Source: an optimization exercise on an open RTL-to-GDS flow (aim: small area and a short achievable clock period). Production flows keep margins and buffers that such runs may drop. The RTL was checked by simulation tests, not by an equivalence proof against the original design. Power is estimated from default activity; no workload was simulated.

Setup of v40:
==> flow/design.v (excerpt) <==
module MMU #(parameter depth=4, bit_width=8, acc_width=32, size=4)
(
   input          clk,
   input          control,
   input  [31:0]  data_arr,
   input  [31:0]  wt_arr,
   output [127:0] acc_out
);
==> flow/config.mk <==
export PLATFORM = sky130hd
export DESIGN_NAME = MMU
export DESIGN_NICKNAME = MMU
export VERILOG_FILES = /design/flow/design.v
export SDC_FILE = /design/flow/constraint.sdc
export NUM_CORES = 4
export LEC_CHECK = 0
export CAP_MARGIN = 20
export CORE_MARGIN = 2
export CORE_UTILIZATION = 40
export SETUP_SLACK_MARGIN = 4.2
export SLEW_MARGIN = 20
==> flow/constraint.sdc <==
create_clock -name core_clock -period 7.0 [get_ports {clk}]
set_input_delay 1.4000 -clock core_clock [delete_from_list [all_inputs] [get_ports {clk}]]
set_output_delay 1.4000 -clock core_clock [all_outputs]
set_load 0.01 [all_outputs]
standard.sh (not shown) runs the stock make flow with config.mk's settings and CLKGATE_MAP_FILE= SYNTH_SCRIPT=/design/flow/synth_recipe.tcl, a recipe that flattens the netlist after the stock synthesis.
==> flow/flow/run.sh <==
#!/bin/bash
# Layout flow: the standard flow (standard.sh), with one change to
# synthesis: Yosys's synth runs without the quick ABC pass of its fine stage
# (synth -noabc), so that extract_fa meets the full and half adders as the
# RTL writes them and maps them without inverters around them. Registers
# and everything after synthesis are as in the standard flow.
set -euo pipefail
work=$(pwd)
sed 's/yosys synth -nofsm -noshare {\*}\$args/yosys synth -nofsm -noshare -noabc {*}$args/' \
  synth_recipe.tcl > own_synth.tcl
grep -q -- '-noabc' own_synth.tcl
bash standard.sh SYNTH_SCRIPT="$work/own_synth.tcl" finish > standard.log 2>&1
Here is what was changed in the inputs of v37 compared with v40.
- CORE_UTILIZATION changed from 40 to 60
- CTS_CLUSTER_DIAMETER newly set to 80
- CTS_CLUSTER_SIZE newly set to 32
==> notes.md <==
Of the two values seen for layer with the highest usage, met1 was produced by v37 and met2 by v40. There was hardly any difference in register-to-register slack between v37 and v40. The longest individual stage delay on the worst path in v37 sits 20 ps above the value recorded for v40. Maximum ir drop on the vdd rail on v37 is down relative to v40. Between v40 and v37, first-iteration DRC count increased. Compared with v40, v37 shows routed length on met3 that has gone down by a few percent. Comparing v40 and v37, synthesis-to-layout area growth is higher on v40.
Edits applied to the flow inputs when going from v37 to v26:
- changing SETUP_SLACK_MARGIN from 4.2 to 4.4
- changing CTS_CLUSTER_SIZE from 32 to 25
- changing CORE_UTILIZATION from 60 to 40
- changing CTS_CLUSTER_DIAMETER from 80 to 70
==> comparison <==
v26 vs. v37: utilization after layout fell by 19 points; die outline area has increased; highest net fanout along the worst path shows a reduction of 2. Looking only at worst setup slack, and setting everything else aside, the higher value of v26 and v37 goes to v26. Looking at share of the final layout cell area in sequential cells across v26 and v37, the one that comes out lower is v26. Measured against v26, the violation count after the first detailed-routing iteration of v37 comes out at 1.2 times the reference value. Against v37, average routed wire per standard cell in v26 fell by a few percent. First-pass GRT wire length grows by a few percent when moving from v37 to v26. In v26, the final instance area came out about 6.6% above the value in v37.
Changes in v49 relative to v26:
- SETUP_SLACK_MARGIN now 4.2, was 4.4
- CTS_CLUSTER_DIAMETER now 80, was 70
- CTS_CLUSTER_SIZE now 32, was 25
- CORE_UTILIZATION now 50, was 40
==> notes.md <==
Both conditions hold for v49: the flow ran to the end and the final layout passed the timing, design-rule and antenna checks. v26 | stages: all done | timing, DRC, antenna: all pass. v49 against v26: number of global-route vias before repair dropped about 3.2%, fmax increased by about 0.5% relative to the old numbers. v49 ended with more setup slack than v26. Summary — area of the multi-input gates, v49 relative to v26: lower, by 3.4%. Summary of the comparison: maximum number of pins on one net before global-route repair is higher in v49, relative to v26. | flip-flop and latch area | v49 vs v26 | about 0.44% lower |. | area of all placed cells without fillers | higher: v26 |. v49 vs v26 — number of clock-tree buffers in the layout dropped about 36%.
Here is what was changed in the inputs of v56 compared with v49.
- a change of CTS_CLUSTER_DIAMETER from 80 to 75
- a change of CORE_UTILIZATION from 50 to 60
- a change of CTS_CLUSTER_SIZE from 32 to 28
[summary]
Each of the runs, namely v56 and v49, reached the end of the flow and came out clean.
v49 → v56: area added between synthesis and finish -1.3 points; clock share of power -0.7 points; power per cell area -5.2 nW/um^2; number of post-CTS setup repair buffers -4; worst-case vdd ir drop +about 18%.
Routed length on met3 (higher): v56
Between v56 and v49, the difference in xor/xnor cell area share of the yosys netlist is negligible.
Delta(count of buffers not belonging to the clock network in the layout, v56 - v49) < 0
Relative to v56, the following input files were edited for v14:
- CTS_CLUSTER_DIAMETER changed from 75 to 70
- CORE_UTILIZATION changed from 60 to 40
- CTS_CLUSTER_SIZE changed from 28 to 25
[summary]
Utilization v56 -> v14: down. Per the comparison of v14 with v56, clock skew after layout has increased, horizontal die dimension has increased, portion of total power attributed to combinational logic has decreased, power share of the clock group has increased, total wirelength of the detailed-routed design has increased. v14 ends up with higher number of placed instances with taps included than v56 does. In the metrics for v56 and v14, the one carrying the higher post-route minimum period is v56. Post-detailed-placement half-perimeter wirelength, v14 vs v56: up by a few percent. Worst setup slack (higher): v14.

* * *

MMU again, from the RTL that the note above started with.
==> flow/config.mk <==
export PLATFORM = sky130hd
export DESIGN_NAME = MMU
export DESIGN_NICKNAME = MMU
export VERILOG_FILES = /design/flow/design.v
export SDC_FILE = /design/flow/constraint.sdc
export NUM_CORES = 4
export LEC_CHECK = 0
export CAP_MARGIN = 20
export CORE_MARGIN = 2
export CORE_UTILIZATION = 80
export CTS_CLUSTER_DIAMETER = 80
export CTS_CLUSTER_SIZE = 32
export SETUP_SLACK_MARGIN = 4.2
export SLEW_MARGIN = 20
==> flow/constraint.sdc <==
create_clock -name core_clock -period 7.0 [get_ports {clk}]
set_input_delay 1.4000 -clock core_clock [delete_from_list [all_inputs] [get_ports {clk}]]
set_output_delay 1.4000 -clock core_clock [all_outputs]
set_load 0.01 [all_outputs]
Scripts as last shown in full above: flow/flow/run.sh
The starting point produced a clean layout.
Next try:
- ABC_AREA: not set -> 1
- CORE_UTILIZATION: 80 -> 40
After rerunning:
- clock power goes up by about 50%
- design area goes up by about 6%
- via count goes up by about 10%
- clock skew goes up by 23 ps
- sequential share of layout area goes down by 2.1 points
- wire length goes up by about 16%
- global-route usage goes down by 14 points
- die area goes up by about 100%
- total power goes up by 9.9%

* * *

Starting RTL as in the previous note.
==> flow/design.v (excerpt) <==
module MMU #(parameter depth=4, bit_width=8, acc_width=32, size=4)
(
   input          clk,
   input          control,
   input  [31:0]  data_arr,
   input  [31:0]  wt_arr,
   output [127:0] acc_out
);
   reg        c1;           
   reg [31:0] dn [0:2];     
   always @(posedge clk) begin
      c1    <= control;
      dn[0] <= control ? 32'hffffffff : ~data_arr;
      dn[1] <= control ? 32'hffffffff : dn[0];
      dn[2] <= control ? 32'hffffffff : dn[1];
   end
   genvar r;
   generate
      for (r = 0; r < 4; r = r + 1) begin : row
         wire [31:0] xr = (r == 0) ? data_arr : dn[r-1];
         wire [7:0]  w1, w2, w3, w4;
         wire [15:0] a1;
         wire [16:0] a2;
         wire [17:0] a3, a4;
         if (r == 0) begin : g0
            wire [9:0] t1, t2, t3, t4;
            wire [9:0] t0 = {2'b00, wt_arr[7:0]} + {1'b0, wt_arr[7:0], 1'b0};
            MAC_R0_0_16 u_c0 (.clk(clk), .ld(control), .clr(c1), .x(xr[7:0]),
               .wt_in(wt_arr[8*r +: 8]), .w3_in(t0), .wt_out(w1), .w3_out(t1),
               .acc_out(a1));
  ...
clock: 7.0 ns
lec_check: 0
cap_margin: 20
core_margin: 2
core_utilization: 40
cts_cluster_diameter: 80
cts_cluster_size: 32
setup_slack_margin: 4.2
slew_margin: 20
Scripts as last shown in full above: flow/flow/run.sh
Then changed:
--- a/flow/config.mk
+++ b/flow/config.mk
@@ -9,6 +9,6 @@
 export CORE_MARGIN = 2
-export CORE_UTILIZATION = 40
+export CORE_UTILIZATION = 70
 export CTS_CLUSTER_DIAMETER = 80
 export CTS_CLUSTER_SIZE = 32
-export SETUP_SLACK_MARGIN = 4.2
+export SETUP_SLACK_MARGIN = 4.1
 export SLEW_MARGIN = 20
What happened:
- The new run finished with timing, DRC and antenna clean
- synthesized cell count stays the same
- synthesized area stays the same
- core utilization grows by 31 points
- cell area came out lower by about 4%
- total power drops by 5.6%
- clock-buffer cell count drops by 1
Then changed:
--- a/flow/config.mk
+++ b/flow/config.mk
@@ -12,3 +12,3 @@
 export CTS_CLUSTER_SIZE = 32
-export SETUP_SLACK_MARGIN = 4.1
+export SETUP_SLACK_MARGIN = 4.0
 export SLEW_MARGIN = 20
The new run finished clean.
Sequential share of layout area climbs by 0.33 points.
Routed wire length drops by 1.3%.
Worst setup slack degrades by 78 ps.
Power drops by 1.2%.
Worst hold slack improves by 30 ps.
Sequential power barely changes.
Synthesized cell count does not change.
Global-route usage is about the same.
Then changed:
--- a/flow/config.mk
+++ b/flow/config.mk
@@ -12,3 +12,3 @@
 export CTS_CLUSTER_SIZE = 32
-export SETUP_SLACK_MARGIN = 4.0
+export SETUP_SLACK_MARGIN = 4.3
 export SLEW_MARGIN = 20
The new run passed the timing, design-rule and antenna checks; worst setup slack gets better by 150 ps; cell count is higher by a few percent; register-to-register slack improves by 140 ps; power climbs by a few percent; critical path depth rose by 5; wire length goes up by a few percent; design area came out higher by a few percent; clock-buffer cell count came out lower by 7; via count came out higher by a few percent; core utilization increases by 3.0 points; combinational power rises by roughly a tenth.

## re-timing with driven ports
No port has a modelled driver above. Below, the same layouts with a new extraction and two added sets of constraints.
Step 1, drivers: a clkbuf_16 drives clk and a buf_2 each remaining input, both assumed.
Step 2 moves the port delays by t, midway between the first and last clock arrival at a register: inputs arrive t later, outputs are due t later. That takes back most of the time a late clock gives input paths.
Three values: ideal, step 1, step 2; two values: the first two.
run	shift t [ns]	slack for setup (ns)	worst setup path after step 2	clock arrival spread, ns	slew at the worst register clock pin (ns)
v40	0.795	4.180 / 4.178 / 3.505	input to register	0.049 / 0.049	0.06 / 0.06
v37	0.703	4.180 / 4.180 / 3.557	input to register	0.044 / 0.043	0.12 / 0.12
v26	0.750	4.190 / 4.190 / 3.697	input to register	0.048 / 0.047	0.10 / 0.10
v49	0.744	4.204 / 4.204 / 3.502	input to register	0.043 / 0.043	0.12 / 0.12
v56	0.714	4.156 / 4.156 / 3.539	input to register	0.023 / 0.023	0.11 / 0.11
v14	0.767	4.169 / 4.169 / 3.483	input to register	0.040 / 0.040	0.09 / 0.09
the first run of note 2	0.686	4.085 / 4.085 / 3.564	input to register	0.037 / 0.038	0.12 / 0.12
the second run of note 2	0.750	4.257 / 4.215 / 3.533	input to register	0.054 / 0.053	0.11 / 0.11
the first run of note 3	0.759	4.139 / 4.139 / 3.515	input to register	0.070 / 0.070	0.11 / 0.11
the second run of note 3	0.701	4.117 / 4.117 / 3.494	input to register	0.020 / 0.020	0.12 / 0.12
the third run of note 3	0.700	4.038 / 4.000 / 3.381	input to register	0.038 / 0.038	0.12 / 0.12
the fourth run of note 3	0.703	4.188 / 4.188 / 3.671	input to register	0.043 / 0.043	0.12 / 0.12
After both steps every run listed still meets setup and hold. For the second run of note 2, which loses most, drivers alone change the setup slack by -0.042 ns; drivers and shift together by -0.724 ns.
